This is an optimization exercise on Yosys and OpenROAD, whose aim is small area, not a production implementation. In this exercise RTL edits were held to simulation tests only and were not proved equivalent to the original.

==> config.mk <==
export PLATFORM = sky130hd
export DESIGN_NAME = cpu
export DESIGN_NICKNAME = cpu
export VERILOG_FILES = /design/flow/design.v
export SDC_FILE = /design/flow/constraint.sdc
export NUM_CORES = 4
export LEC_CHECK = 0
export ABC_AREA = 1
export ABC_CLOCK_PERIOD_IN_PS = 36000
export CAP_MARGIN = 20
export CORE_MARGIN = 2
export CORE_UTILIZATION = 62
export PLACE_DENSITY = 0.85
export SLEW_MARGIN = 20
==> design.v <==
module regfile (
    input wire clk, rst,
    input wire [15:0] d,
    input wire [7:0] we,
    input wire [2:0] l_sel, r_sel,
    output wire [15:0] l_out, r_out,
    output wire [7:0] leds
);
reg [127:0] r;
genvar i;
generate
    for (i = 0; i < 8; i = i + 1) begin : gp
        always @(posedge clk)
            if (rst | we[i])
                r[16*i +: 16] <= d & {16{~rst}};
    end
endgenerate
assign l_out = r[16*l_sel +: 16] & {16{~rst}};
assign r_out = r[16*r_sel +: 16] & {16{~rst}};
assign leds = r[7:0] & {8{~rst}};
endmodule
module fadd (
    input wire a, b, c,
    output wire s, co
);
assign s  = a ^ b ^ c;
assign co = (a & b) | (c & (a ^ b));
endmodule
module alu (
    input wire [15:0] a_in,
    input wire [15:0] b_in,
    output wire [15:0] out,
    input wire c_add, c_sub, c_and, c_or, c_xor, c_shl, c_shr, c_mul, c_div, c_pa, c_pb,
    input wire carry_in,
    output wire [4:0] flags
);
wire [16:0] ac;
wire [15:0] as;
assign ac[0] = carry_in ^ c_sub;
genvar k;
generate
    for (k = 0; k < 16; k = k + 1) begin : addc
        fadd f(a_in[k], b_in[k] ^ c_sub, ac[k], as[k], ac[k+1]);
    end
endgenerate
wire carry_out = ac[16] ^ c_sub;
wire dv = c_div | c_shr;
wire sh = c_shl | c_shr;
wire [15:0] oh = 16'b1 << b_in[3:0];
wire big = |b_in[15:4];
wire [15:0] y = sh ? oh : b_in;
wire [16:0] hz;     
wire [3:0] gz;      
wire [16:0] hl;     
generate
    for (k = 0; k < 4; k = k + 1) begin : gzc
        assign gz[k] = ~|y[4*k+3:4*k];
    end
    for (k = 15; k >= 0; k = k - 1) begin : hlc
        if (k % 4 == 3) begin : t
            assign hl[k] = ~y[k];
        end else begin : c
            assign hl[k] = hl[k+1] & ~y[k];
        end
    end
endgenerate
assign hz[16] = 1'b1;
assign hz[15] = hl[15];
assign hz[14] = hl[14];
assign hz[13] = hl[13];
assign hz[12] = hl[12];
assign hz[11] = hl[11] & gz[3];
assign hz[10] = hl[10] & gz[3];
assign hz[9]  = hl[9]  & gz[3];
assign hz[8]  = hl[8]  & gz[3];
assign hz[7]  = hl[7]  & gz[3] & gz[2];
assign hz[6]  = hl[6]  & gz[3] & gz[2];
assign hz[5]  = hl[5]  & gz[3] & gz[2];
assign hz[4]  = hl[4]  & gz[3] & gz[2];
assign hz[3]  = hl[3]  & gz[3] & gz[2] & gz[1];
assign hz[2]  = hl[2]  & gz[3] & gz[2] & gz[1];
assign hz[1]  = hl[1]  & gz[3] & gz[2] & gz[1];
assign hz[0]  = hl[0]  & gz[3] & gz[2] & gz[1];
wire [15:0] q;      
wire [0:0] l0, y0, s0, r0, g0, p0;
wire [1:0] c0;
assign l0 = dv & a_in[15];
assign y0 = dv ? ~y[0:0] : (a_in[0:0] & {1{y[15]}});
assign g0 = l0 & y0;
assign p0 = l0 | y0;
assign c0[0] = dv;
fadd f0_0(l0[0], y0[0], c0[0], s0[0], c0[1]);
assign q[0] = c0[1] & hz[1];
assign r0 = (dv & ~q[0]) ? l0 : s0;
wire [1:0] l1, y1, s1, r1, g1, p1;
wire [2:0] c1;
assign l1 = {r0[0:0], dv & a_in[14]};
assign y1 = dv ? ~y[1:0] : (a_in[1:0] & {2{y[14]}});
assign g1 = l1 & y1;
assign p1 = l1 | y1;
assign c1[0] = dv;
wire m1_1;
fadd f1_0(l1[0], y1[0], c1[0], s1[0], m1_1);
fadd f1_1(l1[1], y1[1], m1_1, s1[1], c1[2]);
assign q[1] = c1[2] & hz[2];
assign r1 = (dv & ~q[1]) ? l1 : s1;
wire [2:0] l2, y2, s2, r2, g2, p2;
wire [3:0] c2;
assign l2 = {r1[1:0], dv & a_in[13]};
assign y2 = dv ? ~y[2:0] : (a_in[2:0] & {3{y[13]}});
assign g2 = l2 & y2;
assign p2 = l2 | y2;
assign c2[0] = dv;
wire m2_1;
fadd f2_0(l2[0], y2[0], c2[0], s2[0], m2_1);
fadd f2_1(l2[1], y2[1], m2_1, s2[1], c2[2]);
fadd f2_2(l2[2], y2[2], c2[2], s2[2], c2[3]);
assign q[2] = c2[3] & hz[3];
assign r2 = (dv & ~q[2]) ? l2 : s2;
wire [3:0] l3, y3, s3, r3, g3, p3;
wire [4:0] c3;
assign l3 = {r2[2:0], dv & a_in[12]};
assign y3 = dv ? ~y[3:0] : (a_in[3:0] & {4{y[12]}});
assign g3 = l3 & y3;
assign p3 = l3 | y3;
assign c3[0] = dv;
wire m3_1;
fadd f3_0(l3[0], y3[0], c3[0], s3[0], m3_1);
wire m3_2;
fadd f3_1(l3[1], y3[1], m3_1, s3[1], m3_2);
assign c3[2] = (g3[0] & p3[1]) | (g3[1]) | (p3[0] & p3[1] & c3[0]);
wire m3_3;
fadd f3_2(l3[2], y3[2], c3[2], s3[2], m3_3);
wire m3_4;
fadd f3_3(l3[3], y3[3], m3_3, s3[3], m3_4);
assign c3[4] = (g3[2] & p3[3]) | (g3[3]) | (p3[2] & p3[3] & c3[2]);
assign q[3] = c3[4] & hz[4];
assign r3 = (dv & ~q[3]) ? l3 : s3;
wire [4:0] l4, y4, s4, r4, g4, p4;
wire [5:0] c4;
assign l4 = {r3[3:0], dv & a_in[11]};
assign y4 = dv ? ~y[4:0] : (a_in[4:0] & {5{y[11]}});
assign g4 = l4 & y4;
assign p4 = l4 | y4;
assign c4[0] = dv;
wire m4_1;
fadd f4_0(l4[0], y4[0], c4[0], s4[0], m4_1);
wire m4_2;
fadd f4_1(l4[1], y4[1], m4_1, s4[1], m4_2);
assign c4[2] = (g4[0] & p4[1]) | (g4[1]) | (p4[0] & p4[1] & c4[0]);
wire m4_3;
fadd f4_2(l4[2], y4[2], c4[2], s4[2], m4_3);
wire m4_4;
fadd f4_3(l4[3], y4[3], m4_3, s4[3], m4_4);
assign c4[4] = (g4[2] & p4[3]) | (g4[3]) | (p4[2] & p4[3] & c4[2]);
fadd f4_4(l4[4], y4[4], c4[4], s4[4], c4[5]);
assign q[4] = c4[5] & hz[5];
assign r4 = (dv & ~q[4]) ? l4 : s4;
wire [5:0] l5, y5, s5, r5, g5, p5;
wire [6:0] c5;
assign l5 = {r4[4:0], dv & a_in[10]};
assign y5 = dv ? ~y[5:0] : (a_in[5:0] & {6{y[10]}});
assign g5 = l5 & y5;
assign p5 = l5 | y5;
assign c5[0] = dv;
wire m5_1;
fadd f5_0(l5[0], y5[0], c5[0], s5[0], m5_1);
wire m5_2;
fadd f5_1(l5[1], y5[1], m5_1, s5[1], m5_2);
assign c5[2] = (g5[0] & p5[1]) | (g5[1]) | (p5[0] & p5[1] & c5[0]);
wire m5_3;
fadd f5_2(l5[2], y5[2], c5[2], s5[2], m5_3);
wire m5_4;
fadd f5_3(l5[3], y5[3], m5_3, s5[3], m5_4);
assign c5[4] = (g5[2] & p5[3]) | (g5[3]) | (p5[2] & p5[3] & c5[2]);
wire m5_5;
fadd f5_4(l5[4], y5[4], c5[4], s5[4], m5_5);
wire m5_6;
fadd f5_5(l5[5], y5[5], m5_5, s5[5], m5_6);
assign c5[6] = (g5[4] & p5[5]) | (g5[5]) | (p5[4] & p5[5] & c5[4]);
assign q[5] = c5[6] & hz[6];
assign r5 = (dv & ~q[5]) ? l5 : s5;
wire [6:0] l6, y6, s6, r6, g6, p6;
wire [7:0] c6;
assign l6 = {r5[5:0], dv & a_in[9]};
assign y6 = dv ? ~y[6:0] : (a_in[6:0] & {7{y[9]}});
assign g6 = l6 & y6;
assign p6 = l6 | y6;
assign c6[0] = dv;
wire m6_1;
fadd f6_0(l6[0], y6[0], c6[0], s6[0], m6_1);
wire m6_2;
fadd f6_1(l6[1], y6[1], m6_1, s6[1], m6_2);
assign c6[2] = (g6[0] & p6[1]) | (g6[1]) | (p6[0] & p6[1] & c6[0]);
wire m6_3;
fadd f6_2(l6[2], y6[2], c6[2], s6[2], m6_3);
wire m6_4;
fadd f6_3(l6[3], y6[3], m6_3, s6[3], m6_4);
assign c6[4] = (g6[2] & p6[3]) | (g6[3]) | (p6[2] & p6[3] & c6[2]);
wire m6_5;
fadd f6_4(l6[4], y6[4], c6[4], s6[4], m6_5);
wire m6_6;
fadd f6_5(l6[5], y6[5], m6_5, s6[5], m6_6);
assign c6[6] = (g6[4] & p6[5]) | (g6[5]) | (p6[4] & p6[5] & c6[4]);
fadd f6_6(l6[6], y6[6], c6[6], s6[6], c6[7]);
assign q[6] = c6[7] & hz[7];
assign r6 = (dv & ~q[6]) ? l6 : s6;
wire [7:0] l7, y7, s7, r7, g7, p7;
wire [8:0] c7;
assign l7 = {r6[6:0], dv & a_in[8]};
assign y7 = dv ? ~y[7:0] : (a_in[7:0] & {8{y[8]}});
assign g7 = l7 & y7;
assign p7 = l7 | y7;
assign c7[0] = dv;
wire m7_1;
fadd f7_0(l7[0], y7[0], c7[0], s7[0], m7_1);
wire m7_2;
fadd f7_1(l7[1], y7[1], m7_1, s7[1], m7_2);
assign c7[2] = (g7[0] & p7[1]) | (g7[1]) | (p7[0] & p7[1] & c7[0]);
wire m7_3;
fadd f7_2(l7[2], y7[2], c7[2], s7[2], m7_3);
wire m7_4;
fadd f7_3(l7[3], y7[3], m7_3, s7[3], m7_4);
assign c7[4] = (g7[2] & p7[3]) | (g7[3]) | (p7[2] & p7[3] & c7[2]);
wire m7_5;
fadd f7_4(l7[4], y7[4], c7[4], s7[4], m7_5);
wire m7_6;
fadd f7_5(l7[5], y7[5], m7_5, s7[5], m7_6);
assign c7[6] = (g7[4] & p7[5]) | (g7[5]) | (p7[4] & p7[5] & c7[4]);
wire m7_7;
fadd f7_6(l7[6], y7[6], c7[6], s7[6], m7_7);
wire m7_8;
fadd f7_7(l7[7], y7[7], m7_7, s7[7], m7_8);
assign c7[8] = (g7[6] & p7[7]) | (g7[7]) | (p7[6] & p7[7] & c7[6]);
assign q[7] = c7[8] & hz[8];
assign r7 = (dv & ~q[7]) ? l7 : s7;
wire [8:0] l8, y8, s8, r8, g8, p8;
wire [9:0] c8;
assign l8 = {r7[7:0], dv & a_in[7]};
assign y8 = dv ? ~y[8:0] : (a_in[8:0] & {9{y[7]}});
assign g8 = l8 & y8;
assign p8 = l8 | y8;
assign c8[0] = dv;
wire m8_1;
fadd f8_0(l8[0], y8[0], c8[0], s8[0], m8_1);
wire m8_2;
fadd f8_1(l8[1], y8[1], m8_1, s8[1], m8_2);
assign c8[2] = (g8[0] & p8[1]) | (g8[1]) | (p8[0] & p8[1] & c8[0]);
wire m8_3;
fadd f8_2(l8[2], y8[2], c8[2], s8[2], m8_3);
wire m8_4;
fadd f8_3(l8[3], y8[3], m8_3, s8[3], m8_4);
assign c8[4] = (g8[2] & p8[3]) | (g8[3]) | (p8[2] & p8[3] & c8[2]);
wire m8_5;
fadd f8_4(l8[4], y8[4], c8[4], s8[4], m8_5);
wire m8_6;
fadd f8_5(l8[5], y8[5], m8_5, s8[5], m8_6);
assign c8[6] = (g8[4] & p8[5]) | (g8[5]) | (p8[4] & p8[5] & c8[4]);
wire m8_7;
fadd f8_6(l8[6], y8[6], c8[6], s8[6], m8_7);
wire m8_8;
fadd f8_7(l8[7], y8[7], m8_7, s8[7], m8_8);
assign c8[8] = (g8[6] & p8[7]) | (g8[7]) | (p8[6] & p8[7] & c8[6]);
fadd f8_8(l8[8], y8[8], c8[8], s8[8], c8[9]);
assign q[8] = c8[9] & hz[9];
assign r8 = (dv & ~q[8]) ? l8 : s8;
wire [9:0] l9, y9, s9, r9, g9, p9;
wire [10:0] c9;
assign l9 = {r8[8:0], dv & a_in[6]};
assign y9 = dv ? ~y[9:0] : (a_in[9:0] & {10{y[6]}});
assign g9 = l9 & y9;
assign p9 = l9 | y9;
assign c9[0] = dv;
wire m9_1;
fadd f9_0(l9[0], y9[0], c9[0], s9[0], m9_1);
wire m9_2;
fadd f9_1(l9[1], y9[1], m9_1, s9[1], m9_2);
assign c9[2] = (g9[0] & p9[1]) | (g9[1]) | (p9[0] & p9[1] & c9[0]);
wire m9_3;
fadd f9_2(l9[2], y9[2], c9[2], s9[2], m9_3);
wire m9_4;
fadd f9_3(l9[3], y9[3], m9_3, s9[3], m9_4);
assign c9[4] = (g9[2] & p9[3]) | (g9[3]) | (p9[2] & p9[3] & c9[2]);
wire m9_5;
fadd f9_4(l9[4], y9[4], c9[4], s9[4], m9_5);
wire m9_6;
fadd f9_5(l9[5], y9[5], m9_5, s9[5], m9_6);
assign c9[6] = (g9[4] & p9[5]) | (g9[5]) | (p9[4] & p9[5] & c9[4]);
wire m9_7;
fadd f9_6(l9[6], y9[6], c9[6], s9[6], m9_7);
wire m9_8;
fadd f9_7(l9[7], y9[7], m9_7, s9[7], m9_8);
assign c9[8] = (g9[6] & p9[7]) | (g9[7]) | (p9[6] & p9[7] & c9[6]);
wire m9_9;
fadd f9_8(l9[8], y9[8], c9[8], s9[8], m9_9);
wire m9_10;
fadd f9_9(l9[9], y9[9], m9_9, s9[9], m9_10);
assign c9[10] = (g9[8] & p9[9]) | (g9[9]) | (p9[8] & p9[9] & c9[8]);
assign q[9] = c9[10] & hz[10];
assign r9 = (dv & ~q[9]) ? l9 : s9;
wire [10:0] l10, y10, s10, r10, g10, p10;
wire [11:0] c10;
assign l10 = {r9[9:0], dv & a_in[5]};
assign y10 = dv ? ~y[10:0] : (a_in[10:0] & {11{y[5]}});
assign g10 = l10 & y10;
assign p10 = l10 | y10;
assign c10[0] = dv;
wire m10_1;
fadd f10_0(l10[0], y10[0], c10[0], s10[0], m10_1);
wire m10_2;
fadd f10_1(l10[1], y10[1], m10_1, s10[1], m10_2);
assign c10[2] = (g10[0] & p10[1]) | (g10[1]) | (p10[0] & p10[1] & c10[0]);
wire m10_3;
fadd f10_2(l10[2], y10[2], c10[2], s10[2], m10_3);
wire m10_4;
fadd f10_3(l10[3], y10[3], m10_3, s10[3], m10_4);
assign c10[4] = (g10[2] & p10[3]) | (g10[3]) | (p10[2] & p10[3] & c10[2]);
wire m10_5;
fadd f10_4(l10[4], y10[4], c10[4], s10[4], m10_5);
wire m10_6;
fadd f10_5(l10[5], y10[5], m10_5, s10[5], m10_6);
assign c10[6] = (g10[4] & p10[5]) | (g10[5]) | (p10[4] & p10[5] & c10[4]);
wire m10_7;
fadd f10_6(l10[6], y10[6], c10[6], s10[6], m10_7);
wire m10_8;
fadd f10_7(l10[7], y10[7], m10_7, s10[7], m10_8);
assign c10[8] = (g10[6] & p10[7]) | (g10[7]) | (p10[6] & p10[7] & c10[6]);
wire m10_9;
fadd f10_8(l10[8], y10[8], c10[8], s10[8], m10_9);
wire m10_10;
fadd f10_9(l10[9], y10[9], m10_9, s10[9], m10_10);
assign c10[10] = (g10[8] & p10[9]) | (g10[9]) | (p10[8] & p10[9] & c10[8]);
fadd f10_10(l10[10], y10[10], c10[10], s10[10], c10[11]);
assign q[10] = c10[11] & hz[11];
assign r10 = (dv & ~q[10]) ? l10 : s10;
wire [11:0] l11, y11, s11, r11, g11, p11;
wire [12:0] c11;
assign l11 = {r10[10:0], dv & a_in[4]};
assign y11 = dv ? ~y[11:0] : (a_in[11:0] & {12{y[4]}});
assign g11 = l11 & y11;
assign p11 = l11 | y11;
assign c11[0] = dv;
wire m11_1;
fadd f11_0(l11[0], y11[0], c11[0], s11[0], m11_1);
wire m11_2;
fadd f11_1(l11[1], y11[1], m11_1, s11[1], m11_2);
assign c11[2] = (g11[0] & p11[1]) | (g11[1]) | (p11[0] & p11[1] & c11[0]);
wire m11_3;
fadd f11_2(l11[2], y11[2], c11[2], s11[2], m11_3);
wire m11_4;
fadd f11_3(l11[3], y11[3], m11_3, s11[3], m11_4);
assign c11[4] = (g11[2] & p11[3]) | (g11[3]) | (p11[2] & p11[3] & c11[2]);
wire m11_5;
fadd f11_4(l11[4], y11[4], c11[4], s11[4], m11_5);
wire m11_6;
fadd f11_5(l11[5], y11[5], m11_5, s11[5], m11_6);
assign c11[6] = (g11[4] & p11[5]) | (g11[5]) | (p11[4] & p11[5] & c11[4]);
wire m11_7;
fadd f11_6(l11[6], y11[6], c11[6], s11[6], m11_7);
wire m11_8;
fadd f11_7(l11[7], y11[7], m11_7, s11[7], m11_8);
assign c11[8] = (g11[6] & p11[7]) | (g11[7]) | (p11[6] & p11[7] & c11[6]);
wire m11_9;
fadd f11_8(l11[8], y11[8], c11[8], s11[8], m11_9);
wire m11_10;
fadd f11_9(l11[9], y11[9], m11_9, s11[9], m11_10);
assign c11[10] = (g11[8] & p11[9]) | (g11[9]) | (p11[8] & p11[9] & c11[8]);
wire m11_11;
fadd f11_10(l11[10], y11[10], c11[10], s11[10], m11_11);
wire m11_12;
fadd f11_11(l11[11], y11[11], m11_11, s11[11], m11_12);
assign c11[12] = (g11[10] & p11[11]) | (g11[11]) | (p11[10] & p11[11] & c11[10]);
assign q[11] = c11[12] & hz[12];
assign r11 = (dv & ~q[11]) ? l11 : s11;
wire [12:0] l12, y12, s12, r12, g12, p12;
wire [13:0] c12;
assign l12 = {r11[11:0], dv & a_in[3]};
assign y12 = dv ? ~y[12:0] : (a_in[12:0] & {13{y[3]}});
assign g12 = l12 & y12;
assign p12 = l12 | y12;
assign c12[0] = dv;
wire m12_1;
fadd f12_0(l12[0], y12[0], c12[0], s12[0], m12_1);
wire m12_2;
fadd f12_1(l12[1], y12[1], m12_1, s12[1], m12_2);
assign c12[2] = (g12[0] & p12[1]) | (g12[1]) | (p12[0] & p12[1] & c12[0]);
wire m12_3;
fadd f12_2(l12[2], y12[2], c12[2], s12[2], m12_3);
wire m12_4;
fadd f12_3(l12[3], y12[3], m12_3, s12[3], m12_4);
assign c12[4] = (g12[2] & p12[3]) | (g12[3]) | (p12[2] & p12[3] & c12[2]);
wire m12_5;
fadd f12_4(l12[4], y12[4], c12[4], s12[4], m12_5);
wire m12_6;
fadd f12_5(l12[5], y12[5], m12_5, s12[5], m12_6);
assign c12[6] = (g12[4] & p12[5]) | (g12[5]) | (p12[4] & p12[5] & c12[4]);
wire m12_7;
fadd f12_6(l12[6], y12[6], c12[6], s12[6], m12_7);
wire m12_8;
fadd f12_7(l12[7], y12[7], m12_7, s12[7], m12_8);
assign c12[8] = (g12[6] & p12[7]) | (g12[7]) | (p12[6] & p12[7] & c12[6]);
wire m12_9;
fadd f12_8(l12[8], y12[8], c12[8], s12[8], m12_9);
wire m12_10;
fadd f12_9(l12[9], y12[9], m12_9, s12[9], m12_10);
assign c12[10] = (g12[8] & p12[9]) | (g12[9]) | (p12[8] & p12[9] & c12[8]);
wire m12_11;
fadd f12_10(l12[10], y12[10], c12[10], s12[10], m12_11);
wire m12_12;
fadd f12_11(l12[11], y12[11], m12_11, s12[11], m12_12);
assign c12[12] = (g12[10] & p12[11]) | (g12[11]) | (p12[10] & p12[11] & c12[10]);
fadd f12_12(l12[12], y12[12], c12[12], s12[12], c12[13]);
assign q[12] = c12[13] & hz[13];
assign r12 = (dv & ~q[12]) ? l12 : s12;
wire [13:0] l13, y13, s13, r13, g13, p13;
wire [14:0] c13;
assign l13 = {r12[12:0], dv & a_in[2]};
assign y13 = dv ? ~y[13:0] : (a_in[13:0] & {14{y[2]}});
assign g13 = l13 & y13;
assign p13 = l13 | y13;
assign c13[0] = dv;
wire m13_1;
fadd f13_0(l13[0], y13[0], c13[0], s13[0], m13_1);
wire m13_2;
fadd f13_1(l13[1], y13[1], m13_1, s13[1], m13_2);
assign c13[2] = (g13[0] & p13[1]) | (g13[1]) | (p13[0] & p13[1] & c13[0]);
wire m13_3;
fadd f13_2(l13[2], y13[2], c13[2], s13[2], m13_3);
wire m13_4;
fadd f13_3(l13[3], y13[3], m13_3, s13[3], m13_4);
assign c13[4] = (g13[2] & p13[3]) | (g13[3]) | (p13[2] & p13[3] & c13[2]);
wire m13_5;
fadd f13_4(l13[4], y13[4], c13[4], s13[4], m13_5);
wire m13_6;
fadd f13_5(l13[5], y13[5], m13_5, s13[5], m13_6);
assign c13[6] = (g13[4] & p13[5]) | (g13[5]) | (p13[4] & p13[5] & c13[4]);
wire m13_7;
fadd f13_6(l13[6], y13[6], c13[6], s13[6], m13_7);
wire m13_8;
fadd f13_7(l13[7], y13[7], m13_7, s13[7], m13_8);
assign c13[8] = (g13[6] & p13[7]) | (g13[7]) | (p13[6] & p13[7] & c13[6]);
wire m13_9;
fadd f13_8(l13[8], y13[8], c13[8], s13[8], m13_9);
wire m13_10;
fadd f13_9(l13[9], y13[9], m13_9, s13[9], m13_10);
assign c13[10] = (g13[8] & p13[9]) | (g13[9]) | (p13[8] & p13[9] & c13[8]);
wire m13_11;
fadd f13_10(l13[10], y13[10], c13[10], s13[10], m13_11);
wire m13_12;
fadd f13_11(l13[11], y13[11], m13_11, s13[11], m13_12);
assign c13[12] = (g13[10] & p13[11]) | (g13[11]) | (p13[10] & p13[11] & c13[10]);
wire m13_13;
fadd f13_12(l13[12], y13[12], c13[12], s13[12], m13_13);
wire m13_14;
fadd f13_13(l13[13], y13[13], m13_13, s13[13], m13_14);
assign c13[14] = (g13[12] & p13[13]) | (g13[13]) | (p13[12] & p13[13] & c13[12]);
assign q[13] = c13[14] & hz[14];
assign r13 = (dv & ~q[13]) ? l13 : s13;
wire [14:0] l14, y14, s14, r14, g14, p14;
wire [15:0] c14;
assign l14 = {r13[13:0], dv & a_in[1]};
assign y14 = dv ? ~y[14:0] : (a_in[14:0] & {15{y[1]}});
assign g14 = l14 & y14;
assign p14 = l14 | y14;
assign c14[0] = dv;
wire m14_1;
fadd f14_0(l14[0], y14[0], c14[0], s14[0], m14_1);
wire m14_2;
fadd f14_1(l14[1], y14[1], m14_1, s14[1], m14_2);
assign c14[2] = (g14[0] & p14[1]) | (g14[1]) | (p14[0] & p14[1] & c14[0]);
wire m14_3;
fadd f14_2(l14[2], y14[2], c14[2], s14[2], m14_3);
wire m14_4;
fadd f14_3(l14[3], y14[3], m14_3, s14[3], m14_4);
assign c14[4] = (g14[2] & p14[3]) | (g14[3]) | (p14[2] & p14[3] & c14[2]);
wire m14_5;
fadd f14_4(l14[4], y14[4], c14[4], s14[4], m14_5);
wire m14_6;
fadd f14_5(l14[5], y14[5], m14_5, s14[5], m14_6);
assign c14[6] = (g14[4] & p14[5]) | (g14[5]) | (p14[4] & p14[5] & c14[4]);
wire m14_7;
fadd f14_6(l14[6], y14[6], c14[6], s14[6], m14_7);
wire m14_8;
fadd f14_7(l14[7], y14[7], m14_7, s14[7], m14_8);
assign c14[8] = (g14[6] & p14[7]) | (g14[7]) | (p14[6] & p14[7] & c14[6]);
wire m14_9;
fadd f14_8(l14[8], y14[8], c14[8], s14[8], m14_9);
wire m14_10;
fadd f14_9(l14[9], y14[9], m14_9, s14[9], m14_10);
assign c14[10] = (g14[8] & p14[9]) | (g14[9]) | (p14[8] & p14[9] & c14[8]);
wire m14_11;
fadd f14_10(l14[10], y14[10], c14[10], s14[10], m14_11);
wire m14_12;
fadd f14_11(l14[11], y14[11], m14_11, s14[11], m14_12);
assign c14[12] = (g14[10] & p14[11]) | (g14[11]) | (p14[10] & p14[11] & c14[10]);
wire m14_13;
fadd f14_12(l14[12], y14[12], c14[12], s14[12], m14_13);
wire m14_14;
fadd f14_13(l14[13], y14[13], m14_13, s14[13], m14_14);
assign c14[14] = (g14[12] & p14[13]) | (g14[13]) | (p14[12] & p14[13] & c14[12]);
fadd f14_14(l14[14], y14[14], c14[14], s14[14], c14[15]);
assign q[14] = c14[15] & hz[15];
assign r14 = (dv & ~q[14]) ? l14 : s14;
wire [15:0] l15, y15, s15, r15, g15, p15;
wire [16:0] c15;
assign l15 = {r14[14:0], dv & a_in[0]};
assign y15 = dv ? ~y[15:0] : (a_in[15:0] & {16{y[0]}});
assign g15 = l15 & y15;
assign p15 = l15 | y15;
assign c15[0] = dv;
wire m15_1;
fadd f15_0(l15[0], y15[0], c15[0], s15[0], m15_1);
wire m15_2;
fadd f15_1(l15[1], y15[1], m15_1, s15[1], m15_2);
assign c15[2] = (g15[0] & p15[1]) | (g15[1]) | (p15[0] & p15[1] & c15[0]);
wire m15_3;
fadd f15_2(l15[2], y15[2], c15[2], s15[2], m15_3);
wire m15_4;
fadd f15_3(l15[3], y15[3], m15_3, s15[3], m15_4);
assign c15[4] = (g15[2] & p15[3]) | (g15[3]) | (p15[2] & p15[3] & c15[2]);
wire m15_5;
fadd f15_4(l15[4], y15[4], c15[4], s15[4], m15_5);
wire m15_6;
fadd f15_5(l15[5], y15[5], m15_5, s15[5], m15_6);
assign c15[6] = (g15[4] & p15[5]) | (g15[5]) | (p15[4] & p15[5] & c15[4]);
wire m15_7;
fadd f15_6(l15[6], y15[6], c15[6], s15[6], m15_7);
wire m15_8;
fadd f15_7(l15[7], y15[7], m15_7, s15[7], m15_8);
assign c15[8] = (g15[6] & p15[7]) | (g15[7]) | (p15[6] & p15[7] & c15[6]);
wire m15_9;
fadd f15_8(l15[8], y15[8], c15[8], s15[8], m15_9);
wire m15_10;
fadd f15_9(l15[9], y15[9], m15_9, s15[9], m15_10);
assign c15[10] = (g15[8] & p15[9]) | (g15[9]) | (p15[8] & p15[9] & c15[8]);
wire m15_11;
fadd f15_10(l15[10], y15[10], c15[10], s15[10], m15_11);
wire m15_12;
fadd f15_11(l15[11], y15[11], m15_11, s15[11], m15_12);
assign c15[12] = (g15[10] & p15[11]) | (g15[11]) | (p15[10] & p15[11] & c15[10]);
wire m15_13;
fadd f15_12(l15[12], y15[12], c15[12], s15[12], m15_13);
wire m15_14;
fadd f15_13(l15[13], y15[13], m15_13, s15[13], m15_14);
assign c15[14] = (g15[12] & p15[13]) | (g15[13]) | (p15[12] & p15[13] & c15[12]);
wire m15_15;
fadd f15_14(l15[14], y15[14], c15[14], s15[14], m15_15);
wire m15_16;
fadd f15_15(l15[15], y15[15], m15_15, s15[15], m15_16);
assign c15[16] = (g15[14] & p15[15]) | (g15[15]) | (p15[14] & p15[15] & c15[14]);
assign q[15] = c15[16];
assign r15 = s15;
wire [15:0] prod = r15;
wire [15:0] quot;
generate
    for (k = 0; k < 16; k = k + 1) begin : qr
        assign quot[15-k] = q[k];
    end
endgenerate
wire lg3 = c_and | c_or | c_pa | c_pb;
wire lg2 = c_or | c_xor | c_pa;
wire lg1 = c_or | c_xor | c_pb;
wire [15:0] lu = (a_in & b_in & {16{lg3}}) | (a_in & ~b_in & {16{lg2}}) | (~a_in & b_in & {16{lg1}});
wire sel_p = c_mul | (c_shl & ~big);
wire sel_q = c_div | (c_shr & ~big);
wire sel_a = c_add | c_sub;
assign out = lu | (as & {16{sel_a}}) | (prod & {16{sel_p}}) | (quot & {16{sel_q}});
wire m0 = c_sub | c_or | c_shl | c_mul | c_pa;
assign flags[0] = ~(|out);
assign flags[1] = sel_a & carry_out;
assign flags[2] = out[15];
assign flags[3] = ((a_in[15] ^ b_in[15]) ^ ~m0) & ((b_in[15] ^ out[15]) ^ m0);
assign flags[4] = ^out;
endmodule
module pc (
    input wire [15:0] in,
    output reg [15:0] out,
    input wire clk, inc, ie, irq, rst,
    output reg [15:0] saved_pc,
    output reg chg           
);
wire [15:0] t1 = ie ? in : out;
wire [15:0] t2 = inc ? t1 + 16'b1 : t1;
wire take = irq & (ie | inc);
wire [15:0] nx = take ? 16'b1 : t2;
always @(posedge clk, posedge rst) begin
    if (rst) begin
        out <= 16'b0;
        chg <= 1'b1;
    end else begin
        out <= nx;
        chg <= nx != out;
    end
end
always @(posedge clk) begin
    if (rst)
        saved_pc <= 16'b0;
    else if (take)
        saved_pc <= t2;
end
endmodule
module decoder (
    input wire [15:0] instr,
    output wire pc_inc, pc_ie, reg_in_mux_ctl, alu_r_mux_ctl, alu_cin, ram_write, ram_read,
    output wire alu_flags_ie, reg_sr_in, sr_ie, sr_pc_over, ram_read_done, pc_sr_ie, irq_instr, jtr_op,
    output wire c_add, c_sub, c_and, c_or, c_xor, c_shl, c_shr, c_mul, c_div, c_pa, c_pb,
    output wire [2:0] reg_l_ctl, reg_r_ctl,
    output wire [7:0] gp_reg_ie,
    input wire mem_busy, mem_ready,
    input wire [4:0] flags
);
wire [6:0] op = instr[6:0];
wire [2:0] tg = instr[9:7];
wire [2:0] fo = instr[12:10];
wire [2:0] so = instr[15:13];
wire o_mov = op == 7'h01, o_ldd = op == 7'h02, o_ldo = op == 7'h03, o_ldi = op == 7'h04;
wire o_std = op == 7'h05, o_sto = op == 7'h06, o_add = op == 7'h07, o_adi = op == 7'h08;
wire o_adc = op == 7'h09, o_sub = op == 7'h0A, o_suc = op == 7'h0B, o_cmp = op == 7'h0C;
wire o_cmi = op == 7'h0D, o_jmp = op == 7'h0E, o_jal = op == 7'h0F, o_srl = op == 7'h10;
wire o_srs = op == 7'h11, o_sys = op == 7'h12, o_and = op == 7'h13, o_orr = op == 7'h14;
wire o_xor = op == 7'h15, o_ani = op == 7'h16, o_ori = op == 7'h17, o_xoi = op == 7'h18;
wire o_shl = op == 7'h19, o_shr = op == 7'h1A, o_cai = op == 7'h1B, o_mul = op == 7'h1C;
wire o_div = op == 7'h1D, o_irt = op == 7'h1E;
reg jmp_en;
always @(*) begin
    case (instr[10:7])
        4'b0001: jmp_en = flags[1];
        4'b0010: jmp_en = flags[0];
        4'b0011: jmp_en = flags[2];
        4'b0100: jmp_en = ~(flags[2] | flags[0]);
        4'b0101: jmp_en = flags[0] | flags[2];
        4'b0110: jmp_en = ~flags[2];
        4'b0111: jmp_en = ~flags[0];
        4'b1000: jmp_en = flags[3];
        4'b1001: jmp_en = flags[3];
        default: jmp_en = 1'b1;
    endcase
end
wire ld = o_ldd | o_ldo;
wire st = o_std | o_sto;
wire ld_wait = ld & ~mem_busy & ~mem_ready;
assign pc_inc = ~((ld & (mem_busy | ~mem_ready)) | (st & mem_busy) | (o_jmp & jmp_en) | o_jal | o_irt);
assign pc_ie = (o_jmp & jmp_en) | o_jal | o_irt;
assign reg_in_mux_ctl = ld & ~mem_busy;
assign ram_read_done = ld & ~mem_busy & mem_ready;
assign ram_read = ld_wait;
assign ram_write = st & ~mem_busy;
assign alu_r_mux_ctl = ld | o_ldi | st | o_adi | o_cmi | o_jmp | o_jal | o_ani | o_ori | o_xoi | o_cai;
assign alu_cin = (o_adc | o_suc) & flags[1];
assign alu_flags_ie = o_add | o_adi | o_adc | o_sub | o_suc | o_cmp | o_cmi | o_and | o_orr | o_xor
                    | o_ani | o_ori | o_xoi | o_shl | o_shr | o_cai | o_mul | o_div;
assign reg_sr_in = o_jal | o_srl;
assign sr_ie = o_srs;
assign sr_pc_over = o_jal;
assign pc_sr_ie = o_irt;
assign irq_instr = o_sys;
assign jtr_op = o_jmp | o_jal | o_irt;
assign c_sub = o_sub | o_suc | o_cmp | o_cmi;
assign c_and = o_and | o_ani | o_cai;
assign c_or  = o_orr | o_ori;
assign c_xor = o_xor | o_xoi;
assign c_shl = o_shl;
assign c_shr = o_shr;
assign c_mul = o_mul;
assign c_div = o_div;
assign c_pa  = o_mov;
assign c_pb  = o_ldd | o_ldi | o_std | o_jmp | o_jal | o_srs;
assign c_add = ~(c_sub | c_and | c_or | c_xor | c_shl | c_shr | c_mul | c_div | c_pa | c_pb);
wire l_fo = o_mov | o_ldo | o_add | o_adi | o_adc | o_sub | o_suc | o_cmp | o_cmi | o_and | o_orr | o_xor
          | o_ani | o_ori | o_xoi | o_shl | o_shr | o_cai | o_mul | o_div;
assign reg_l_ctl = l_fo ? fo : o_sto ? so : 3'b0;
wire r_so = o_add | o_adc | o_sub | o_suc | o_cmp | o_and | o_orr | o_xor | o_shl | o_shr | o_mul | o_div;
assign reg_r_ctl = r_so ? so : (o_std | o_sto | o_srs) ? fo : 3'b0;
wire we = o_mov | (ld & ~mem_busy & mem_ready) | o_ldi | o_add | o_adi | o_adc | o_sub | o_suc
        | o_jal | o_srl | o_and | o_orr | o_xor | o_ani | o_ori | o_xoi | o_shl | o_shr | o_mul | o_div;
assign gp_reg_ie = {8{we}} & (8'b1 << tg);
endmodule
module fetch (
    input wire clk,
    input wire [15:0] pc_in,
    input wire pc_chg,               
    input wire [31:0] ram_data,
    input wire ram_busy, ram_cack, ram_data_ready,
    output reg ram_read,
    output reg [31:0] instr_out,
    output wire [15:0] ram_addr,
    output reg ram_addr_ovr,
    output reg pc_hold,
    input wire flag_boot_mode,
    input wire rst,
    input wire irq_in, irq_en,
    output reg irq_p,
    input wire [7:0] pc_page_in
);
reg [1:0] state;
reg c_acked;
reg [31:0] pref_instr;
reg [7:0] prev_pc_page, saved_pc_page;
reg prev_irq;
reg [3:0] ra_hi;
reg [11:0] ra_lo;
assign ram_addr = {ra_hi, ra_lo};
function pok(input [6:0] o);
    pok = o != 7'h02 && o != 7'h03 && o != 7'h05 && o != 7'h06;
endfunction
wire chg = pc_chg | (pc_page_in != prev_pc_page);
wire hit = pc_in == ram_addr && pc_page_in == saved_pc_page;
wire [15:0] pc_nx = pc_in + 16'b1;
reg n_rd, n_ovr, n_hold, n_ack, ld_addr, ld_pref;
reg [1:0] n_state;
reg [15:0] n_addr;
reg [1:0] isel;   
always @(*) begin
    n_rd = ram_read; n_ovr = ram_addr_ovr; n_hold = pc_hold; n_ack = c_acked;
    n_state = state; ld_addr = 1'b0; n_addr = pc_in; ld_pref = 1'b0;
    isel = 2'd0;
    if (chg) begin
        n_hold = 1'b1;
        isel = 2'd1;
    end
    case (state)
        2'd0: begin
            if ((chg | pc_hold) & ~ram_busy) begin
                n_rd = 1'b1; n_ovr = 1'b1; ld_addr = 1'b1; n_addr = pc_in; n_state = 2'd1;
            end else if (pok(instr_out[6:0])) begin
                n_rd = 1'b1; n_ovr = 1'b1; ld_addr = 1'b1; n_addr = pc_nx; n_state = 2'd2;
            end
        end
        2'd1: begin
            if (~ram_cack & ~c_acked) begin
                n_rd = 1'b1; n_ovr = 1'b1;
            end else begin
                n_rd = 1'b0; n_ack = 1'b1;
                if (ram_data_ready) begin
                    n_ack = 1'b0; n_hold = 1'b0; isel = 2'd2;
                    if (pok(ram_data[6:0])) begin
                        n_rd = 1'b1; n_ovr = 1'b1; ld_addr = 1'b1; n_addr = pc_nx; n_state = 2'd2;
                    end else begin
                        n_ovr = 1'b0; n_state = 2'd0;
                    end
                end else
                    n_ovr = 1'b1;
            end
        end
        2'd2: begin
            if (~ram_cack & ~c_acked) begin
                n_rd = 1'b1; n_ovr = 1'b1;
            end else begin
                n_rd = 1'b0; n_ack = 1'b1;
                if (ram_data_ready & (chg | pc_hold)) begin
                    n_ack = 1'b0;
                    if (hit) begin
                        n_ovr = 1'b0; n_hold = 1'b0; isel = 2'd2;
                        if (pok(ram_data[6:0])) begin
                            n_rd = 1'b1; n_ovr = 1'b1; ld_addr = 1'b1; n_addr = pc_nx; n_state = 2'd2;
                        end else begin
                            n_ovr = 1'b0; n_state = 2'd0;
                        end
                    end else begin
                        n_rd = 1'b1; n_ovr = 1'b1; ld_addr = 1'b1; n_addr = pc_in; n_state = 2'd1;
                    end
                end else if (ram_data_ready) begin
                    n_ack = 1'b0; ld_pref = 1'b1; n_state = 2'd3;
                end else
                    n_ovr = 1'b1;
            end
        end
        2'd3: begin
            if (chg | pc_hold) begin
                if (hit) begin
                    n_ack = 1'b0; n_hold = 1'b0; isel = 2'd3;
                    if (pok(pref_instr[6:0])) begin
                        n_rd = 1'b1; n_ovr = 1'b1; ld_addr = 1'b1; n_addr = pc_nx; n_state = 2'd2;
                    end else begin
                        n_ovr = 1'b0; n_state = 2'd0;
                    end
                end else begin
                    n_rd = 1'b1; n_ovr = 1'b1; ld_addr = 1'b1; n_addr = pc_in; n_state = 2'd1;
                end
            end
        end
    endcase
end
wire run = ~flag_boot_mode;
always @(negedge clk, posedge rst) begin
    if (rst) begin
        ram_read <= 1'b0;
        instr_out <= 32'b0;
        ra_hi <= 4'b0;
        ram_addr_ovr <= 1'b0;
        pc_hold <= 1'b0;
        state <= 2'b0;
        c_acked <= 1'b0;
        irq_p <= 1'b0;
        prev_irq <= 1'b0;
    end else begin
        if (run) begin
            ram_read <= n_rd;
            ram_addr_ovr <= n_ovr;
            pc_hold <= n_hold;
            c_acked <= n_ack;
            state <= n_state;
            if (ld_addr)
                ra_hi <= n_addr[15:12];
            case (isel)
                2'd1: instr_out <= 32'b0;
                2'd2: instr_out <= ram_data;
                2'd3: instr_out <= pref_instr;
                default: ;
            endcase
        end
        if (pc_in == 16'b1 && pc_page_in == 8'b0 && irq_p)
            irq_p <= 1'b0;
        else if (irq_in & ~prev_irq & irq_en)
            irq_p <= 1'b1;
        prev_irq <= irq_in;
    end
end
always @(negedge clk) begin
    if (run & ld_addr) begin
        ra_lo <= n_addr[11:0];
        saved_pc_page <= pc_page_in;
    end
    if (run & ld_pref)
        pref_instr <= ram_data;
    prev_pc_page <= pc_page_in;
end
endmodule
module sregs (
    input wire clk,
    input wire rst,
    input wire sr_ie,
    input wire [15:0] sr_sel, sr_in,
    input wire jtr_op,
    output wire [15:0] sr_out,       
    output wire boot_mode, instr_mem_over,
    input wire irq_in, irq_instr,
    output wire irq_en,
    input wire out_addr_ovr, pc_move,
    input wire [4:0] alu_flags_in,
    output reg [4:0] alu_flags,
    input wire alu_flags_ie,
    input wire [15:0] saved_pc,
    output reg [15:0] irq_pc,
    input wire [15:0] addr_in,
    output wire [19:0] addr_out,
    input wire [15:0] prog_in,
    output wire [19:0] prog_out,
    output wire [7:0] prog_page_out
);
reg [3:0] rt_mode;
reg [1:0] jtr_mode, jtr_mode_buff;
reg [3:0] irq_flags;
reg [15:0] virt_scratch_reg;
reg [127:0] mem_page, prog_page;
wire hi0 = sr_sel[15:3] == 13'b0;
wire s1 = hi0 & sr_sel[2:0] == 3'd1;
wire s2 = hi0 & sr_sel[2:0] == 3'd2;
wire s3 = hi0 & sr_sel[2:0] == 3'd3;
wire s4 = hi0 & sr_sel[2:0] == 3'd4;
wire s5 = hi0 & sr_sel[2:0] == 3'd5;
wire s6 = hi0 & sr_sel[2:0] == 3'd6;
wire sel0 = hi0 & sr_sel[2:0] == 3'd0;
wire irq_take = irq_in & rt_mode[2] & pc_move;
always @(posedge clk, posedge rst) begin
    if (rst) begin
        rt_mode <= 4'b0001;
        jtr_mode <= 2'b01;
        jtr_mode_buff <= 2'b01;
        alu_flags <= 5'b0;
    end else begin
        if (sr_ie & s1 & rt_mode[0])
            rt_mode <= sr_in[3:0];
        if (sr_ie & s2)
            jtr_mode_buff <= sr_in[1:0];
        if ((jtr_op | (sr_ie & sel0)) & pc_move)
            jtr_mode <= jtr_mode_buff;
        if (out_addr_ovr)
            rt_mode[2] <= 1'b1;
        if (irq_take) begin
            rt_mode[0] <= 1'b1;
            rt_mode[3] <= 1'b0;
            jtr_mode[1] <= 1'b0;
            jtr_mode_buff[1] <= 1'b0;
            rt_mode[2] <= 1'b0;
        end
        if (alu_flags_ie)
            alu_flags <= alu_flags_in;
        else if (sr_ie & s4)
            alu_flags <= sr_in[4:0];
    end
end
always @(posedge clk) begin
    if (rst) begin
        irq_pc <= 16'b0;
        virt_scratch_reg <= 16'b0;
        irq_flags <= 4'b0;
    end else begin
        if (sr_ie & s3)
            irq_pc <= sr_in;
        if (sr_ie & s6)
            virt_scratch_reg <= sr_in;
        if (irq_take)
            irq_flags <= {irq_instr, rt_mode[0], jtr_mode[1], rt_mode[3]};
    end
end
wire mp_wr = sr_ie & rt_mode[0] & (sr_sel[15:4] == 12'd1);
wire pp_wr = sr_ie & rt_mode[0] & (sr_sel[15:4] == 12'd2);
wire [7:0] pdin = sr_in[7:0] & {8{~rst}};
genvar i;
generate
    for (i = 0; i < 16; i = i + 1) begin : pt
        always @(posedge clk)
            if (rst | (mp_wr & sr_sel[3:0] == i))
                mem_page[8*i +: 8] <= pdin;
        always @(posedge clk)
            if (rst | (pp_wr & sr_sel[3:0] == i))
                prog_page[8*i +: 8] <= pdin;
    end
endgenerate
assign boot_mode = jtr_mode[0];
assign instr_mem_over = rt_mode[1];
assign irq_en = rt_mode[2];
assign sr_out = ({16{s1}} & {12'b0, rt_mode})
              | ({16{s2}} & {14'b0, jtr_mode})
              | ({16{s3}} & saved_pc)
              | ({16{s4}} & {11'b0, alu_flags})
              | ({16{s5}} & {12'b0, irq_flags})
              | ({16{s6}} & virt_scratch_reg);
wire [7:0] mp = mem_page[8*addr_in[15:12] +: 8];
wire [7:0] pp = prog_page[8*prog_in[15:12] +: 8];
assign addr_out = rt_mode[3] ? {mp, addr_in[11:0]} : {4'b0, addr_in};
assign prog_page_out = jtr_mode[1] ? pp : {4'b0, prog_in[15:12]};
assign prog_out = {prog_page_out, prog_in[11:0]};
endmodule
module cpu (
    input wire clk, rst,
    output wire [19:0] e_addr_bus,
    output wire [15:0] e_prog_addr, e_data,
    input wire [15:0] e_mem_bus,
    input wire [31:0] e_instr,
    input wire [31:0] e_sdram_instr,
    input wire e_mem_busy, e_mem_ready, e_mem_cack,
    input wire irq_in,
    output wire ram_read_out, ram_write, ram_instr_access, ram_read_done,
    output wire [7:0] e_reg_leds,
    output wire [3:0] e_pc_leds
);
wire [15:0] reg_l_bus, reg_r_bus, alu_bus, alu_r_mux, reg_in_mux, spec_reg_out, sr_out;
wire [15:0] prog_addr, saved_pc, irq_pc, fetch_addr;
wire [31:0] instr_bus, fetch_instr_bus;
wire [19:0] alu_bus_paged, fetch_addr_paged;
wire [7:0] prog_page;
wire [4:0] alu_flags_f, alu_flags_out;
wire [2:0] reg_l_ctl, reg_r_ctl;
wire [7:0] gp_reg_ie;
wire pc_inc, pc_ie, reg_in_mux_ctl, alu_r_mux_ctl, alu_cin, alu_flags_ie, reg_sr_in, sr_ie, sr_pc_over, ram_read, irq_instr, pc_sr_ie, jtr_op;
wire c_add, c_sub, c_and, c_or, c_xor, c_shl, c_shr, c_mul, c_div, c_pa, c_pb;
wire fetch_ram_read, fetch_wait, fetch_addr_mux, irq_p, irq_en, pc_chg;
wire flag_boot_mode, flag_instr_mem_over;
wire sel0 = instr_bus[31:16] == 16'b0;
wire adv = ~fetch_wait | flag_boot_mode;
wire pc_ie_g = (pc_ie | (sr_ie & sel0)) & adv;
wire pc_inc_g = pc_inc & adv;
regfile gp(clk, rst, reg_in_mux, gp_reg_ie, reg_l_ctl, reg_r_ctl, reg_l_bus, reg_r_bus, e_reg_leds);
alu alu(reg_l_bus, alu_r_mux, alu_bus, c_add, c_sub, c_and, c_or, c_xor, c_shl, c_shr, c_mul, c_div, c_pa, c_pb,
    alu_cin, alu_flags_f);
pc pc(pc_sr_ie ? irq_pc : alu_r_mux, prog_addr, clk, pc_inc_g, pc_ie_g, irq_p | irq_instr, rst, saved_pc, pc_chg);
decoder decoder(instr_bus[15:0], pc_inc, pc_ie, reg_in_mux_ctl, alu_r_mux_ctl, alu_cin, ram_write, ram_read,
    alu_flags_ie, reg_sr_in, sr_ie, sr_pc_over, ram_read_done, pc_sr_ie, irq_instr, jtr_op,
    c_add, c_sub, c_and, c_or, c_xor, c_shl, c_shr, c_mul, c_div, c_pa, c_pb,
    reg_l_ctl, reg_r_ctl, gp_reg_ie, e_mem_busy, e_mem_ready, alu_flags_out);
fetch fetch(clk, prog_addr, pc_chg, e_sdram_instr, e_mem_busy, e_mem_cack, e_mem_ready, fetch_ram_read, fetch_instr_bus,
    fetch_addr, fetch_addr_mux, fetch_wait, flag_boot_mode, rst, irq_in, irq_en, irq_p, prog_page);
sregs sregs(clk, rst, sr_ie, instr_bus[31:16], reg_r_bus, jtr_op, sr_out, flag_boot_mode, flag_instr_mem_over,
    irq_p | irq_instr, irq_instr, irq_en, pc_sr_ie, pc_ie_g | pc_inc_g,
    alu_flags_f, alu_flags_out, alu_flags_ie, saved_pc, irq_pc,
    alu_bus, alu_bus_paged, fetch_addr, fetch_addr_paged, prog_page);
assign spec_reg_out = (sel0 | sr_pc_over) ? prog_addr : sr_out;
assign reg_in_mux = reg_sr_in ? spec_reg_out : reg_in_mux_ctl ? e_mem_bus : alu_bus;
assign alu_r_mux = alu_r_mux_ctl ? instr_bus[31:16] : reg_r_bus;
assign e_addr_bus = fetch_addr_mux ? fetch_addr_paged : alu_bus_paged;
assign instr_bus = flag_boot_mode ? e_instr : fetch_instr_bus;
assign e_prog_addr = prog_addr;
assign e_data = reg_r_bus;
assign e_pc_leds = prog_addr[3:0];
assign ram_read_out = ram_read | fetch_ram_read;
assign ram_instr_access = fetch_addr_mux | flag_instr_mem_over;
endmodule
==> standard.sh <==
#!/bin/bash
# synth_recipe.tcl (not shown) runs the flow's synth.tcl, then flattens the netlist and writes it again
# the make line also repeats each setting of config.mk as NAME=value (left out here)
make -C /OpenROAD-flow-scripts/flow DESIGN_CONFIG=/design/flow/config.mk WORK_HOME=/design/flow/orfs CLKGATE_MAP_FILE= SYNTH_SCRIPT=/design/flow/synth_recipe.tcl "${@:-finish}"
==> flow/amap.abc <==
strash
dch -f
amap
topo
stime -c
buffer -c
upsize -c
dnsize -c
==> flow/run.sh <==
#!/bin/bash
# Own layout flow: the standard ORFS flow, except that
#  - ABC maps the logic with an area-oriented script, then resizes for delay (flow/amap.abc),
#  - ports are buffered with the smallest buffer,
#  - CTS inserts no dummy loads and uses the smaller clock buffers,
#  - half-adder cells are not used (synthesis keeps full adders only).
# Every tool's output goes to a log in this folder (make_*.log) and under orfs/logs.
set -euo pipefail
W=$(pwd)
# synthesis script: the standard flow's, with the ABC mapping script replaced
{
  head -n 1 synth_recipe.tcl
  cat <<'T'
proc abc {args} {
  set i [lsearch -exact $args -script]
  if { $i >= 0 } { set args [lreplace $args [expr {$i+1}] [expr {$i+1}] $::env(MY_ABC_SCRIPT)] }
  yosys abc {*}$args
}
T
  tail -n +2 synth_recipe.tcl
} > my_synth.tcl
sed -e "s#SYNTH_SCRIPT=[^ ]*#SYNTH_SCRIPT=$W/my_synth.tcl#" \
    -e 's#CLKGATE_MAP_FILE= #CLKGATE_MAP_FILE= "DONT_USE_CELLS=${DU_LIST}" #' standard.sh > my_standard.sh
export MY_ABC_SCRIPT=$W/flow/amap.abc
export BUFFER_PORTS_ARGS="-buffer_cell sky130_fd_sc_hd__buf_1"
export CTS_ARGS="-sink_clustering_enable -repair_clock_nets -dont_use_dummy_load -buf_list {sky130_fd_sc_hd__clkbuf_8} -sink_clustering_size 12 -sink_clustering_max_diameter 80"
# the platform's don't-use cells, and the half adders
DU_LIST=$(sed -n '/^export DONT_USE_CELLS/,/^$/p' "$FLOW_HOME/platforms/$FLOW_PLATFORM/config.mk" \
  | sed -e 's/export DONT_USE_CELLS += //' -e 's/\\//' | tr -s ' \n' '  ')
export DU_LIST="$DU_LIST sky130_fd_sc_hd__ha_1 sky130_fd_sc_hd__ha_2 sky130_fd_sc_hd__ha_4"
bash my_standard.sh "${1:-finish}" > make_${1:-finish}.log 2>&1
[ -n "${1:-}" ] || test -f out/final.def
==> constraint.sdc <==
create_clock -name core_clock -period 140.0 [get_ports {clk}]
set_input_delay 28.0000 -clock core_clock [delete_from_list [all_inputs] [get_ports {clk}]]
set_output_delay 28.0000 -clock core_clock [all_outputs]
set_load 0.01 [all_outputs]
==> results of run 1 <==
[kinds of logic (layout without fill, tap and decap cells)]
logic type / count (synthesis) / after routing / share of synthesized area
compound gates: 1566 / 1567 / 0.302
xor+xnor: 2 / 2 / 0.000506
fa+ha+maj: 88 / 88 / 0.0509
buf+inv: 509 / 682 / 0.0589
flops: 570 / 570 / 0.467
other cells: 0 / 1 / 0
simple gates: 922 / 922 / 0.121
[worst register-to-register path: cells and delay by family, from the launching register on]
kind / cells / cell delay, ns
adder cells (fa/ha/maj): 9 / 3.12
flip-flops: 1 / 0.40
AO/OA/AOI/OAI: 124 / 21.24
buffers and inverters: 25 / 4.81
AND/OR/NAND/NOR: 64 / 9.42
[metal layers]
layer  share of wire  global-route usage  vias to the layer above
met5               0                   0                        -
met4           0.066               0.239                        0
met3            0.15               0.115                      508
met2            0.43               0.607                     2891
met1            0.35               0.556                    15500
li1                -                   -                    14400
[cell usage after synthesis, types with 19 or more instances]
library cell  number  area (um2)
edfxtp_1         436       13100
o21a_1            28         210
fa_1              88        1760
a31oi_1           29         181
nor2b_1           39         244
o21ai_0          313        1570
o221a_2           37         417
dfrtp_1           26         651
nand3_1           28         140
o21ai_1           36         180
buf_4             19         143
inv_2             24        90.1
o221ai_1          62         543
dfrtn_1           44        1100
o32ai_1           20         175
a22oi_1           83         623
a21oi_1          194         971
or3_1             39         244
nor2_1           413        1550
a221oi_1          78         683
nand2_1          228         856
inv_1            232         871
dfxtp_1           60        1200
clkbuf_1         174         653
o22ai_1          503        3150
nor3_1            71         355
a211oi_1          39         293
[stage by stage]
stage / utilization / worst slack, ns / cells / cell area (um2) / hold WS [ns]
finish: 0.687 / 2.61 / 4580 / 37900 / 0.429
global route: 0.687 / -0.0766 / 4580 / 37900 / 0.469
CTS: 0.673 / 0.00735 / 4547 / 37100 / 0.432
detailed placement: 0.655 / -0.673 / 4433 / 36100 / 0.423
global placement: 0.655 / 0.970 / 4433 / 36100 / 0.408
floorplan: - / 7.81 / 3657 / 34600 / 0.401
[layout make-up]
cell class,instances,area share
Clock buffer,54,0.0196
Multi-Input combinational cell,2579,0.449
Timing Repair inverter,1,0.000132
Sequential cell,570,0.427
Tap cell,748,0.0247
Inverter,276,0.0287
Antenna cell,1,0.0000661
Timing Repair Buffer,291,0.0453
Clock inverter,60,0.00595
[timing repair]
action / in CTS / in global routing
setup buffers: 0 / 29
hold endpoints to repair: 0 / 0
gates resized for setup: 11 / 98
pin swaps: 1 / 16
cloned: 1 / 3
endpoints found under the setup margin: 8 / 20
[worst max path at each step]
stage | slack, ns | endpoint | startpoint
final | 2.61 | e_addr_bus[17] | fetch.instr_out[2]$_DFFE_NP0P_
after floorplan | 7.81 | e_addr_bus[14] | fetch.instr_out[5]$_DFFE_NP0P_
after CTS | 0.007 | e_addr_bus[12] | fetch.instr_out[1]$_DFFE_NP0P_
after detailed placement | -0.67 | e_addr_bus[14] | fetch.instr_out[3]$_DFFE_NP0P_
after global placement | 0.97 | e_addr_bus[14] | fetch.instr_out[3]$_DFFE_NP0P_
after global routing | -0.08 | e_addr_bus[12] | fetch.instr_out[2]$_DFFE_NP0P_
==> flow_metrics.env, run 1 <==
export IMPL_start_kind="register"
export IMPL_root_buffer="clkbuf_8"
export IMPL_port_buffers=153
export IMPL_rr_startpoint="fetch.instr_out[2]$_DFFE_NP0P_"
export IMPL_postCtsHoldBufs=0
export IMPL_track_usage=0.415
export IMPL_slowest_delay_ns=0.59
export IMPL_max_slew_margin=0.127
export IMPL_path_clk_slew_ns=0.06
export IMPL_layout_common_cells="487 x o22ai_1, 436 x edfxtp_1, 396 x nor2_1"
export IMPL_cp_max_fo=66
export IMPL_min_delay_start="fetch.instr_out[20]$_DFFE_NP0P_"
export IMPL_clk_latency_ns=0.70
export IMPL_ff2ff_setup_slack_ns=30.90
export IMPL_cp_top_family="compound AO/OA/AOI/OAI gates"
export IMPL_crit_buf_inv=26
export IMPL_finClkSkew_ns=0.0972
export IMPL_gp_congestion=1.08
export IMPL_setup_violations=0
export IMPL_wl_um=122000
export IMPL_ys_seq_area_frac=0.467
export IMPL_h_tree_depth=2
export IMPL_multiInputGateArea_um2=17000
export IMPL_maxCapViolations=0
export IMPL_die_x_um=240
export IMPL_initial_core_util=0.628
export IMPL_critical_path_class="reg2out"
export IMPL_via_count=33400
export IMPL_synth_nets=3831
export IMPL_grt_max_degree=77
export IMPL_fillers=4281
export IMPL_syn2layout_area_growth_pct=9.39
export IMPL_die_y_um=240
export IMPL_regArea_um2=16200
export IMPL_drcViolationCount=0
export IMPL_ant_nets=0
export IMPL_dr_pass1_iters=9
export IMPL_crit_slowest_cell="a221oi_2"
export IMPL_synth_seq_cells=570
export IMPL_hold_depth=2
export IMPL_final_common_cell="o22ai_1"
export IMPL_ys_warn_count=5
export IMPL_cts_sinks=570
export IMPL_synth_edff_count=436
export IMPL_dp_hpwl_um=84400
export IMPL_cp_required_ns=112.00
export IMPL_synthCells=3657
export IMPL_drt_initial_drc_count=5658
export IMPL_grt_overflow=0
export IMPL_timing_final_hold_violations=0
export IMPL_crit_path_end_kind="primary output"
export IMPL_grt_pass1_vias=30700
export IMPL_cts_buffers=54
export IMPL_hold_end="fetch.instr_out[20]$_DFFE_NP0P_"
export IMPL_reg_largest_list="gp.r (128), sregs.mem_page (128), sregs.prog_page (128)"
export IMPL_ys_async_sr_fraction=0.130
export IMPL_fin_tns_setup_ns=0
export IMPL_rows=86
export IMPL_crit_cells=216
export IMPL_ff2ff_path_depth=222
export IMPL_ys_flop_type="edfxtp_1"
export IMPL_synth_area_um2=34600
export IMPL_cts_tree="done"
export IMPL_grt_pass1_wl_um=181000
export IMPL_critPathArrivalTime_ns=109.39
export IMPL_hp_class="reg2reg"
export IMPL_ioPinCount=154
export IMPL_wl_per_cell_um=26.7
export IMPL_reg2reg_to="sregs.alu_flags[4]$_DFFE_PP0P_"
export IMPL_slew_violations=0
export IMPL_status="timing/DRC/antenna clean"
export IMPL_antenna_found_initial=3
export IMPL_final_nets=4007
export IMPL_yosys_cell_types_count=93
export IMPL_layout_drive_gt1_share=0.114
export IMPL_clockBufferDepth=3
export IMPL_die_area_um2=57700
export IMPL_worst_pin_slew_ns=1.30
export IMPL_core_area_um2=55100
export IMPL_avgSynthCellArea_um2=9.46
export IMPL_vias_per_cell=7.29
==> inputs of run 2 (changes only) <==
--- a/config.mk
+++ b/config.mk
@@ -7,8 +7,8 @@
 export LEC_CHECK = 0
 export ABC_AREA = 1
 export ABC_CLOCK_PERIOD_IN_PS = 36000
-export CAP_MARGIN = 20
+export CAP_MARGIN = 10
 export CORE_MARGIN = 2
-export CORE_UTILIZATION = 62
+export CORE_UTILIZATION = 55
 export PLACE_DENSITY = 0.85
-export SLEW_MARGIN = 20
+export SLEW_MARGIN = 10
==> run 2 against run 1 <==
Critical path depth rose by 5. Sequential cell count unchanged. Global-route usage down 4.4 points. First-iteration DRC count barely moved. Synthesized cell count stayed put.
==> flow_metrics.env, run 2 <==
export IMPL_worst_slack_ns=2.29
export IMPL_hp_class="reg2reg"
export IMPL_cts_buffers=55
export IMPL_track_usage=0.371
export IMPL_layout_drive_gt1_share=0.109
export IMPL_maxCapViolations=0
export IMPL_dp_hpwl_um=87000
export IMPL_ant_nets=0
export IMPL_final_nets=4003
export IMPL_port_buffers=153
export IMPL_grt_pass1_wl_um=183000
export IMPL_reg2reg_to="sregs.alu_flags[4]$_DFFE_PP0P_"
export IMPL_synthCells=3657
export IMPL_drt_initial_drc_count=5662
export IMPL_dr_pass1_iters=9
export IMPL_fillers=5129
export IMPL_synthTopCellsByArea="edfxtp_1 38%, o22ai_1 9.1%, fa_1 5.1%"
export IMPL_grt_pass1_vias=30700
export IMPL_grt_max_degree=78
export IMPL_ff2ff_setup_slack_ns=30.61
export IMPL_die_y_um=255
export IMPL_cts_tree="done"
export IMPL_wl_um=124000
export IMPL_gp_congestion=1.08
export IMPL_critical_path_class="reg2out"
export IMPL_setup_violations=0
export IMPL_ff2ff_path_depth=221
export IMPL_ioPinCount=154
export IMPL_die_x_um=255
export IMPL_cp_required_ns=112.00
export IMPL_synth_area_um2=34600
export IMPL_grt_overflow=0
export IMPL_layout_common_cells="488 x o22ai_1, 436 x edfxtp_1, 395 x nor2_1"
export IMPL_hold_depth=2
export IMPL_rows=91
export IMPL_netlist_top_cells_count="503 x o22ai_1, 436 x edfxtp_1, 413 x nor2_1, 313 x o21ai_0, 232 x inv_1"
export IMPL_clk_latency_ns=0.68
export IMPL_yosysTopAreaCell="edfxtp_1"
export IMPL_antenna_found_initial=4
export IMPL_yosys_cell_types_count=93
export IMPL_synth_seq_cells=570
export IMPL_root_buffer="clkbuf_8"
export IMPL_start_kind="register"
export IMPL_wl_per_cell_um=26.7
export IMPL_synth_top_area_share=0.378
export IMPL_h_tree_depth=2
export IMPL_status="timing/DRC/antenna clean"
export IMPL_pre_cts_slack_ns=-0.352
export IMPL_synth_edff_count=436
export IMPL_die_area_um2=64900
export IMPL_clockBufferDepth=3
export IMPL_path_clk_slew_ns=0.05
export IMPL_rr_startpoint="fetch.instr_out[5]$_DFFE_NP0P_"
export IMPL_crit_path_end_kind="primary output"
export IMPL_crit_start="fetch.instr_out[5]$_DFFE_NP0P_"
export IMPL_max_slew_margin=0.192
export IMPL_ys_seq_area_frac=0.467
export IMPL_syn2layout_area_growth_pct=9.40
export IMPL_cp_max_fo=33
export IMPL_drcViolationCount=0
export IMPL_ys_async_sr_fraction=0.130
export IMPL_cp_common_cell="o22ai_1"
export IMPL_hold_end="fetch.instr_out[16]$_DFFE_NP0P_"
export IMPL_via_count=33500
export IMPL_crit_slowest_cell="nor4_1"
export IMPL_min_delay_start="fetch.instr_out[16]$_DFFE_NP0P_"
export IMPL_slew_violations=0
export IMPL_final_common_cell="o22ai_1"
export IMPL_place_area_um2=36100
export IMPL_worst_pin_slew_ns=1.21
export IMPL_synth_nets=3831
export IMPL_yosysMostFrequentCell="o22ai_1"
export IMPL_critPathArrivalTime_ns=109.71
export IMPL_slowest_delay_ns=0.87
export IMPL_timing_final_hold_violations=0
export IMPL_finClkSkew_ns=0.0985
export IMPL_reg_largest_list="gp.r (128), sregs.mem_page (128), sregs.prog_page (128)"
export IMPL_ys_warn_count=5
export IMPL_initial_core_util=0.559
export IMPL_avgSynthCellArea_um2=9.46
export IMPL_cts_sinks=570
export IMPL_final_area_um2=37900
export IMPL_ys_flop_type="edfxtp_1"
export IMPL_core_area_um2=61900
export IMPL_vias_per_cell=7.17
run 2: cell counts after synthesis:
Identical to the previous run, type by type.
run 2: cell type report:
type / count / area, um2 / share of cell area
timing repair buffer: 285 / 1650 / 0.0436
clock buffer: 55 / 757 / 0.0200
clock inverter: 60 / 225 / 0.00595
multi-input combinational: 2581 / 16900 / 0.447
tap: 837 / 1050 / 0.0277
sequential: 570 / 16200 / 0.427
antenna: 3 / 7.51 / 0.000198
inverter: 276 / 1080 / 0.0287
run 2: repair_timing:
action | in CTS | in global routing
setup buffers | 0 | 26
pin swaps | 0 | 15
hold buffers | 0 | 0
cloned | 0 | 4
gates resized for setup | 5 | 91
setup endpoints to repair | 8 | 20
run 2: stage by stage:
| step | util | instances | setup TNS, ns | hold WS (ns) |
|---|---|---|---|---|
| 2_1_floorplan | - | 3657 | 0 | 0.401 |
| 3_3_place_gp | 0.583 | 4519 | 0 | 0.411 |
| 3_5_place_dp | 0.583 | 4519 | -1.17 | 0.426 |
| 4_1_cts | 0.600 | 4633 | 0 | 0.439 |
| 5_1_grt | 0.611 | 4665 | -1.53 | 0.458 |
| 6_report | 0.611 | 4667 | 0 | 0.434 |
run 2: kinds of logic after synthesis:
| group | Yosys count | share of synthesized area |
|---|---|---|
| compound gates | 1566 | 0.302 |
| simple gates | 922 | 0.121 |
| buf+inv | 509 | 0.0589 |
| xor+xnor | 2 | 0.000506 |
| fa+ha+maj | 88 | 0.0509 |
| flops | 570 | 0.467 |
run 2: layer usage:
layer	GRT usage	share of wire	vias to the layer above
met1	0.500	0.36	15700
met3	0.0929	0.14	472
met4	0.192	0.058	4
li1	-	-	14500
met5	0	0.00016	-
met2	0.557	0.44	2765
run 2: worst max path at each step:
stage / slack, ns / endpoint
2_1_floorplan: 7.81 / e_addr_bus[14]
6_report: 2.29 / e_addr_bus[16]
3_5_place_dp: -0.35 / e_addr_bus[14]
5_1_grt: -0.27 / e_addr_bus[12]
3_3_place_gp: 1.22 / e_addr_bus[14]
4_1_cts: 0.002 / e_addr_bus[15]
run 2: worst max-delay path, delay by kind of cell, from the launching register on:
family	cells	cell delay, ns
fa+ha+maj	9	2.86
compound gates	125	21.53
buf+inv	30	5.78
flops	1	0.46
simple gates	57	8.34
